Background: an optimization exercise with open tools, aiming at small area. Do not read the settings as production practice.
In this exercise RTL edits were held to simulation tests only and were not proved equivalent to the original.
Power and IR drop assume default switching activity.

$ cat design/flow/config.mk
export PLATFORM = sky130hd
export DESIGN_NAME = Smiley_Block_T
export DESIGN_NICKNAME = Smiley_Block_T
export VERILOG_FILES = /design/flow/design.v
export SDC_FILE = /design/flow/constraint.sdc
export NUM_CORES = 4
export LEC_CHECK = 0
export CAP_MARGIN = 20
export CORE_MARGIN = 2
export CORE_UTILIZATION = 65
export SLEW_MARGIN = 20
$ cat design/flow/constraint.sdc
create_clock -name core_clock -period 8.0 [get_ports {clk}]
set_input_delay 1.6000 -clock core_clock [delete_from_list [all_inputs] [get_ports {clk}]]
set_output_delay 1.6000 -clock core_clock [all_outputs]
set_load 0.01 [all_outputs]
$ cat design/flow/design.v
module	Smiley_Block_T	(
					input	logic	clk,
					input	logic	resetN,
					input	logic	startOfFrame,
					input	logic	[10:0] pixelX,
					input	logic	[10:0] pixelY,
					input	logic	collision,
					input	logic	up_key,
					input	logic	down_key,
					input	logic	right_key,
					input	logic	left_key,
					output	logic	smileyDR,
					output	logic	[7:0] smileyRGB,
					output	logic	move,
					output	logic	[10:0] topLeftX,
					output	logic	[10:0] topLeftY
);
localparam logic [2:0] IDLE0 = 3'd0, IDLE1 = 3'd1, MOVE = 3'd2, WAITF = 3'd3,
                       PCHG = 3'd4, PLIM = 3'd5;
logic [2:0]  state, state_n;
logic [15:1] xpos, xpos_n;       
logic [14:0] ypos, ypos_n;       
logic [15:6] xpos_h;             
logic [5:1]  xpos_l;             
logic [14:6] ypos_h;
logic [5:0]  ypos_l;
assign xpos = {xpos_h, xpos_l};
assign ypos = {ypos_h, ypos_l};
logic        xnz, xneg, ynz, yneg;       
logic        xnz_n, xneg_n, ynz_n, yneg_n;
logic [1:0]  dir, dir_n;         
logic        inbox;              
logic [4:0]  offx, offy;         
logic [1:0]  rgb1, rgb;          
logic [3:0]  hit1, hit;          
logic        started;            
assign started = (state != IDLE0);
logic [15:1] xadd;
logic [14:0] yadd;
logic        xlo, xhi, ylo, yhi;
always_comb begin
	xadd = '0;
	yadd = '0;
	if (state == PCHG) begin
		if (xnz) xadd = xneg ? -15'sd20 : 15'sd20;
		if (ynz) yadd = yneg ? -15'sd40 : 15'sd40;
	end else if (state == MOVE && collision) begin
		if (hit[3])      xadd = -15'sd1;
		else if (hit[2]) xadd = 15'sd1;
		if (hit[1])      yadd = -15'sd2;
		else if (hit[0]) yadd = 15'sd2;
	end
end
assign xlo = (xpos[15:7] == 9'd0);                                   
assign xhi = xpos[15] & (&xpos[11:8]) & xpos[6] & (|xpos[5:1]);      
assign ylo = (ypos[14:7] == 8'd0);                                   
assign yhi = ypos[14] & ypos[13] & (&ypos[10:8]) & ypos[6] & (|ypos[5:0]);  
always_comb begin
	state_n = state;
	xpos_n  = xpos + xadd;
	ypos_n  = ypos + yadd;
	xnz_n = xnz; xneg_n = xneg; ynz_n = ynz; yneg_n = yneg;
	dir_n = dir;
	case (state)
	IDLE0, IDLE1: begin
		xpos_n[8]   = 1'b1;
		xpos_n[5:1] = 5'b01100;
		ypos_n[7]   = 1'b1;
		ypos_n[5:0] = 6'b111001;
		xnz_n = 1'b1; xneg_n = 1'b0; ynz_n = 1'b1; yneg_n = 1'b0;
		state_n = startOfFrame ? MOVE : IDLE1;
	end
	MOVE: begin
		if (up_key) begin
			ynz_n = 1'b1; yneg_n = 1'b1; xnz_n = 1'b0; dir_n = 2'd0;
		end else if (down_key) begin
			ynz_n = 1'b1; yneg_n = 1'b0; xnz_n = 1'b0; dir_n = 2'd1;
		end else if (right_key) begin
			xnz_n = 1'b1; xneg_n = 1'b0; ynz_n = 1'b0; dir_n = 2'd2;
		end else if (left_key) begin
			xnz_n = 1'b1; xneg_n = 1'b1; ynz_n = 1'b0; dir_n = 2'd3;
		end
		if (collision) begin
			xnz_n = 1'b0; ynz_n = 1'b0;
			state_n = WAITF;
		end
		if (startOfFrame) state_n = PCHG;
	end
	WAITF: if (startOfFrame) state_n = PCHG;
	PCHG: state_n = PLIM;
	PLIM: begin
		if (xlo) begin xpos_n[7:1] = 7'b1000000; xneg_n = 1'b0; end    
		if (xhi) begin xpos_n[5:1] = 5'b00000;   xneg_n = 1'b1; end    
		if (ylo) begin ypos_n[7:0] = 8'b10000000; yneg_n = 1'b0; end   
		if (yhi) begin ypos_n[5:0] = 6'b000000;  yneg_n = 1'b1; end    
		state_n = MOVE;
	end
	default: state_n = IDLE0;
	endcase
end
always_ff @(posedge clk or negedge resetN)
	if (!resetN) begin
		state <= IDLE0;
		dir   <= 2'd0;
		xpos_h <= '0;
		ypos_h <= '0;
	end else begin
		state <= state_n;
		dir   <= dir_n;
		xpos_h <= xpos_n[15:6];
		ypos_h <= ypos_n[14:6];
	end
always_ff @(posedge clk) begin
	xpos_l <= xpos_n[5:1];
	ypos_l <= ypos_n[5:0];
	xnz <= xnz_n; xneg <= xneg_n; ynz <= ynz_n; yneg <= yneg_n;
end
assign topLeftX = {1'b0, xpos[15:6]};
assign topLeftY = {2'b0, ypos[14:6]};
assign move     = started & (xnz | ynz);
logic [11:0] dx, dy;
assign dx = {pixelX[10], pixelX} - {2'b0, xpos[15:6]};
assign dy = {pixelY[10], pixelY} - {3'b0, ypos[14:6]};
assign inbox = (dx[11:5] == 7'd0) && (dy[11:5] == 7'd0);
assign offx = dx[4:0];
assign offy = dy[4:0];
logic [4:0] row, col;
always_comb begin
	case (dir_n)
	2'd0: begin row = offx; col = ~offy; end
	2'd1: begin row = offx; col = offy;  end
	2'd2: begin row = offy; col = offx;  end
	default: begin row = offy; col = ~offx; end
	endcase
end
logic [4:0] lb, rb;
always_comb
	case (row)
	5'd0: lb = 5'd14;
	5'd1: lb = 5'd10;
	5'd2: lb = 5'd8;
	5'd3: lb = 5'd7;
	5'd4: lb = 5'd5;
	5'd5: lb = 5'd4;
	5'd6: lb = 5'd4;
	5'd7: lb = 5'd3;
	5'd8: lb = 5'd2;
	5'd9: lb = 5'd2;
	5'd10: lb = 5'd1;
	5'd11: lb = 5'd1;
	5'd12: lb = 5'd1;
	5'd13: lb = 5'd0;
	5'd14: lb = 5'd0;
	5'd15: lb = 5'd0;
	5'd16: lb = 5'd0;
	5'd17: lb = 5'd0;
	5'd18: lb = 5'd0;
	5'd19: lb = 5'd1;
	5'd20: lb = 5'd1;
	5'd21: lb = 5'd1;
	5'd22: lb = 5'd2;
	5'd23: lb = 5'd2;
	5'd24: lb = 5'd3;
	5'd25: lb = 5'd3;
	5'd26: lb = 5'd4;
	5'd27: lb = 5'd5;
	5'd28: lb = 5'd7;
	5'd29: lb = 5'd8;
	5'd30: lb = 5'd10;
	5'd31: lb = 5'd13;
	endcase
always_comb
	case (row)
	5'd0: rb = 5'd19;
	5'd1: rb = 5'd22;
	5'd2: rb = 5'd24;
	5'd3: rb = 5'd26;
	5'd4: rb = 5'd27;
	5'd5: rb = 5'd28;
	5'd6: rb = 5'd29;
	5'd7: rb = 5'd30;
	5'd8: rb = 5'd30;
	5'd9: rb = 5'd30;
	5'd10: rb = 5'd28;
	5'd11: rb = 5'd25;
	5'd12: rb = 5'd23;
	5'd13: rb = 5'd21;
	5'd14: rb = 5'd19;
	5'd15: rb = 5'd17;
	5'd16: rb = 5'd17;
	5'd17: rb = 5'd19;
	5'd18: rb = 5'd21;
	5'd19: rb = 5'd23;
	5'd20: rb = 5'd25;
	5'd21: rb = 5'd27;
	5'd22: rb = 5'd29;
	5'd23: rb = 5'd30;
	5'd24: rb = 5'd30;
	5'd25: rb = 5'd29;
	5'd26: rb = 5'd28;
	5'd27: rb = 5'd27;
	5'd28: rb = 5'd26;
	5'd29: rb = 5'd24;
	5'd30: rb = 5'd22;
	5'd31: rb = 5'd19;
	endcase
function automatic logic ge5(input logic [4:0] a, input logic [4:0] b);
	logic g;
	g = 1'b1;
	for (int i = 0; i < 5; i++)
		g = (a[i] & ~b[i]) | ((a[i] | ~b[i]) & g);
	ge5 = g;
endfunction
logic inr, is1, is2;
assign inr = ge5(col, lb) & ge5(rb, col);
assign is1 = ({row,col}==10'd133) | ({row,col}==10'd164) | ({row,col}==10'd318) | ({row,col}==10'd348) | ({row,col}==10'd803) | ({row,col}==10'd1005);
assign is2 = ({row,col}==10'd19) | ({row,col}==10'd42);
logic [1:0] pix;
assign pix = {~inr | is2, ~inr | is1};
logic [3:0] hit_lut;
always_comb begin
	case ({offy[4:3], offx[4:3]})
	4'h0: hit_lut = 4'hC; 4'h1: hit_lut = 4'h4; 4'h2: hit_lut = 4'h4; 4'h3: hit_lut = 4'h6;
	4'h4: hit_lut = 4'h8; 4'h5: hit_lut = 4'hC; 4'h6: hit_lut = 4'h6; 4'h7: hit_lut = 4'h2;
	4'h8: hit_lut = 4'h8; 4'h9: hit_lut = 4'h9; 4'hA: hit_lut = 4'h3; 4'hB: hit_lut = 4'h2;
	4'hC: hit_lut = 4'h9; 4'hD: hit_lut = 4'h1; 4'hE: hit_lut = 4'h1; default: hit_lut = 4'h3;
	endcase
end
always_ff @(posedge clk or negedge resetN)
	if (!resetN) begin
		rgb1 <= 2'b11;
		hit1 <= 4'h0;
		rgb  <= 2'b00;
	end else begin
		rgb1 <= inbox ? pix : 2'b11;
		hit1 <= inbox ? {hit_lut[1], hit_lut[3] & ~hit_lut[1], hit_lut[0], hit_lut[2] & ~hit_lut[0]} : 4'h0;
		rgb  <= rgb1;
	end
always_ff @(posedge clk)
	hit <= hit1;
assign smileyRGB = {{6{started}}, rgb};
assign smileyDR  = ~(started & rgb[1] & rgb[0]);
endmodule
$ cat design/flow/flow/run.sh
#!/bin/bash
# Own layout flow: the standard layout (standard.sh), with two changes:
#  - synthesis maps the logic with an area-oriented ABC script (flow/area.abc)
#    and without adder-cell extraction; registers are mapped as in the
#    standard synthesis (flow/synth_area.tcl sources synth_recipe.tcl's steps);
#  - port buffers use the smallest buffer cell (buf_1);
#  - clock tree synthesis without dummy loads, from the smaller clock buffers.
# Each tool's output is in orfs/logs; make's own output is in flow_make.log.
set -euo pipefail
W=$(pwd)
export AREA_ABC_SCRIPT=$W/flow/area.abc
bash standard.sh SYNTH_SCRIPT=$W/flow/synth_area.tcl \
  "BUFFER_PORTS_ARGS=-buffer_cell sky130_fd_sc_hd__buf_1" \
  "CTS_ARGS=-sink_clustering_enable -repair_clock_nets -dont_use_dummy_load -buf_list {sky130_fd_sc_hd__clkbuf_4 sky130_fd_sc_hd__clkbuf_8}" \
  finish > $W/flow_make.log 2>&1
$ cat design/flow/flow/area.abc
strash
&get -n
&deepsyn -J 50 -T 120 -S 1
&put
dch -f
amap
topo
$ cat design/flow/flow/synth_area.tcl
# The standard flow's synthesis (synth_recipe.tcl) with an area-oriented ABC script in place of
# ORFS's, and without the full/half adder cell extraction. Registers are
# mapped exactly as in the standard synthesis (ABC only remaps the logic).
proc synth {args} { yosys synth -nofsm -noshare {*}$args }
proc extract_fa {args} { }
proc abc {args} {
  set i [lsearch -exact $args -script]
  if { $i >= 0 } { set args [lreplace $args $i [expr {$i + 1}] -script $::env(AREA_ABC_SCRIPT)] }
  set i [lsearch -exact $args -D]
  if { $i >= 0 } { set args [lreplace $args $i [expr {$i + 1}]] }
  yosys abc {*}$args
}
source $::env(SCRIPTS_DIR)/synth.tcl
# left out here: clear keep_hierarchy, flatten, clean up, hide names made inside functions, write 1_2_yosys.v
$ cat design/flow/standard.sh
#!/bin/bash
# synth_recipe.tcl (not shown) runs the flow's synth.tcl, then flattens the netlist and writes it again
# the make line also repeats each setting of config.mk as NAME=value (left out here)
make -C /OpenROAD-flow-scripts/flow DESIGN_CONFIG=/design/flow/config.mk WORK_HOME=/design/flow/orfs CLKGATE_MAP_FILE= SYNTH_SCRIPT=/design/flow/synth_recipe.tcl "${@:-finish}"
==> results.txt <==
-- power breakdown --
part | total, mW | internal, mW | switching [mW] | leakage (nW)
registers | 0.442 | 0.354 | 0.0883 | 0.530
logic | 1.20 | 0.382 | 0.820 | 0.820
clock network | 0.137 | 0.0567 | 0.0801 | 0.0359
-- per-stage QoR --
stage	power, mW	hold slack (ns)
CTS	1.743	0.3513
finish	1.781	0.3494
global route	1.933	0.3714
global placement	1.551	0.3258
floorplan	1.395	0.3242
detailed placement	1.603	0.3277
-- metal layers --
layer	share of wire, %	vias up
met3	7.1	28
met5	0	-
met2	47	154
li1	-	1867
met1	43	1643
met4	2.8	0
-- path summary, 6_finish.rpt --
kind	start	to	slack, ns	cells after the start
max in group asynchronous	resetN	ypos_h[10]$_DFF_PN0_	6.06	1
max	left_key	rgb1[0]$_DFF_PN1_	2.35	19
min	hit1[0]$_DFF_PN0_	hit[0]$_DFF_P_	0.35	0
min reg2reg	hit1[0]$_DFF_PN0_	hit[0]$_DFF_P_	0.35	0
min in group asynchronous	resetN	state[1]$_DFFE_PN0P_	1.39	1
max reg2reg	state[1]$_DFFE_PN0P_	rgb1[0]$_DFF_PN1_	2.64	19
-- flip-flops by register name, indices dropped and copies added (netlist names), 2 cells and up --
signal	flops
dir	2
hit	4
hit1	4
rgb	2
rgb1	2
state	3
xpos_h	10
xpos_l	5
ypos_h	9
ypos_l	6
-- Yosys cell counts (all sizes together), types with 2 or more instances --
cell type    n
o22a         2
o31ai        2
or3          3
nor4         6
dfxtp       14
and3         3
o2111ai      2
nor2b        4
nor3        16
nor2       109
o221ai       7
a21oi       46
o22ai       16
a221oi       2
a211oi       7
dfstp        2
nand3        9
a31oi        2
o21ai       51
o21a        11
a22oi        4
a21o         2
a2111oi      2
clkinv      68
o211ai       2
buf         28
edfxtp       5
dfrtp       30
nand2       56
-- cells by family after synthesis --
| logic type | Yosys count |
|---|---|
| flip-flops | 51 |
| AND/OR/NAND/NOR | 209 |
| other | 1 |
| AO/OA/AOI/OAI | 164 |
| buffers and inverters | 96 |
-- final cells by class --
| class | instances | area (sq um) | area share [%] |
|---|---|---|---|
| Multi-Input combinational cell | 376 | 1872 | 50.10 |
| Timing Repair Buffer | 58 | 219.0 | 5.861 |
| Sequential cell | 51 | 1234 | 33.02 |
| Inverter | 68 | 255.2 | 6.832 |
| Tap cell | 70 | 87.58 | 2.344 |
| Clock buffer | 5 | 68.82 | 1.842 |
==> qor.csv <==
stage;metric;value;unit
status;outcome;finished clean;
worst_setup_path;critical_path.top_delay_family;compound AO/OA/AOI/OAI gates;
floorplanning;ioPinCount;62;
routing;ant_nets;0;
routing;drt_iter0_markers;292;
yosys;synthMuxAreaShare;0;%
cells_and_area;fin_nets;590;
grt;antenna_found_initial;0;
sta;tightest_slew;0.8596;ns
grt;grt_max_degree;33;
routing;wire_per_inst;13.98;um
floorplanning;initial_core_util;68.46;%
yosys;synth_compound_area_share;27.91;%
cells_and_area;mostFrequentLayoutCell;nor2_1;
floorplanning;die_x;78.04;um
grt;use_met2;49.14;%
routing;dr.pass1.iters;6;
cts;cts_tree;built;
worst_setup_path;cp_cell_sequence;buf_1 > o21ai_0 > clkinv_1 > o22ai_1 > clkinv_1 > o22ai_1 > clkinv_1 > nor2_1 > clkinv_1 > o21ai_0 > nand2_1 > o21a_1 > o21ai_0 > nor2_1 > o21a_1 > o21ai_0 > nand3_1 > a311oi_1 > o311ai_0;
placement;dpl.hpwl;6882;um
yosys;yosys.area.top_type;dfrtp_1;
routing;detail_route.wirelength;8779;um
power;p_leak;1.387;nW
cells_and_area;design_area;3736;sq um
worst_setup_path;cp.required;8.21;ns
yosys;ys_ff_latch;51;
yosys;synthTopCellsByArea;dfrtp_1 (21%), nor2_1 (11%), dfxtp_1 (7.9%);
cts;ctsHoldBuffers;0;
grt;met3_usage;5.057;%
routing;routed-via-count;3692;
cts;cts_resized;0;
routing;drc;0;
yosys;synth_edf_count;5;
yosys;ys_types;39;
sta;drv_slew;0;
worst_setup_path;setup.worst_path.class;in2reg;
cts;cts_max_level;2;
placement;gp_congestion;1.008;
worst_setup_path;crit_path_end_kind;register;
grt;globalRouteMet1Util;37.19;%
yosys;synth_top_area_share;21.07;%
cells_and_area;layout_common_cells;nor2_1 (109), clkinv_1 (68), buf_1 (57);
yosys;ys.warnings.count;1;
yosys;synth_flop_cell;dfrtp_1;
sta;max_slew_margin;42.69;%
placement;dpl.cell_count;623;
sta;setup_viol_count_final;0;
floorplanning;fp-row-count;26;
worst_setup_path;start_kind;primary input;
worst_setup_path;cpPeakStageDelay;0.63;ns
sta;postLayoutSetupSlackWorst;2.348;ns
sta;hold_viol_final;0;
cts;cts_setup_buffers;0;
yosys;async_reset_ff_share;62.75;%
worst_setup_path;path_buf_inv;5;
sta;timing.fmax;0.1769;GHz
grt;grt_usage;29.39;%
cells_and_area;final_util;71.78;%
cells_and_area;nFillCells;456;
floorplanning;die-area;6090;sq um
cts;clk_latency;0.30;ns
floorplanning;fp.dieH;78.04;um
yosys;synth-xor-area-share;0;%
worst_setup_path;cp_slowest_cell;o22ai_1;
worst_hold_path;hold_path_class;reg2reg;
worst_setup_path;crit_arrival;5.86;ns
placement;port_buffers;58;
power;vdd_ir_drop_max;0.4315;mV
cells_and_area;layoutNonFillerInstCount;628;
yosys;seq_area_frac_synth;34.62;%
yosys;synth_top_family_by_area;compound AO/OA/AOI/OAI gates;
floorplanning;core_area;5205;sq um
cts;clock_path_buffers;2;
worst_setup_path;critPathMaxFanout;12;
yosys;synthAdderAreaFrac;0;%
cells_and_area;layout-drive-gt1-share;1.434;%
grt;grt-ovfl-total;0;
placement;placed_cell_area;3667;sq um
yosys;syn-cell-area;3563;sq um
power;p_per_area;476.6;nW/um^2
cts;clock_sinks;51;
sta;tns;0;ns
sta;finalCritPeriodShare;70.65;%
sta;grt_setup_unrepaired;false;
grt;grt_pass1_wl;14430;um
routing;vias_per_cell;5.879;
cts;numCtsBuffers;5;
sta;fin_crit;5.652;ns
yosys;syn_avg_cell_area;6.840;sq um
yosys;synth-simple-area-share;24.30;%
cts;clk_pin_slew;0.09;ns
cells_and_area;diodes;0;
sta;fin_worst_skew;0.01487;ns
grt;grt_pass1_vias;3355;
cells_and_area;area_growth;4.845;%
placement;post-place-ws;2.162;ns
run;max_cap_violations;0;
grt;top_usage_layer;met2;
cts;cts_root_buffer;clkbuf_8;
yosys;netlist_instances;521;

-- separate check: timing with driven ports --
How much do the figures lean on ideal ports? The routed layout below was timed once more, with nothing changed but the port constraints.
Step 1: set_driving_cell puts a clkbuf_16 on clk and a buf_2 on each other input, an assumption about the parent block.
Step 2 adds t to the input delays and takes it off the output delays; t is the mean of the earliest and latest rising clock arrival at the registers after step 1. Input paths then give back, and output paths get back, about the clock's delay inside the block.
Three values: ideal ports, drivers, drivers and shift; two values: the first two.
t (ns): 0.326
setup slack, ns: 2.348 / 2.354 / 2.029
worst setup path after step 2: input to register
worst register clock-pin slew, ns: 0.09 / 0.09
After both steps setup and hold are still met in this run. For this run, drivers alone change the setup slack by +0.006 ns; drivers and shift together by -0.319 ns.
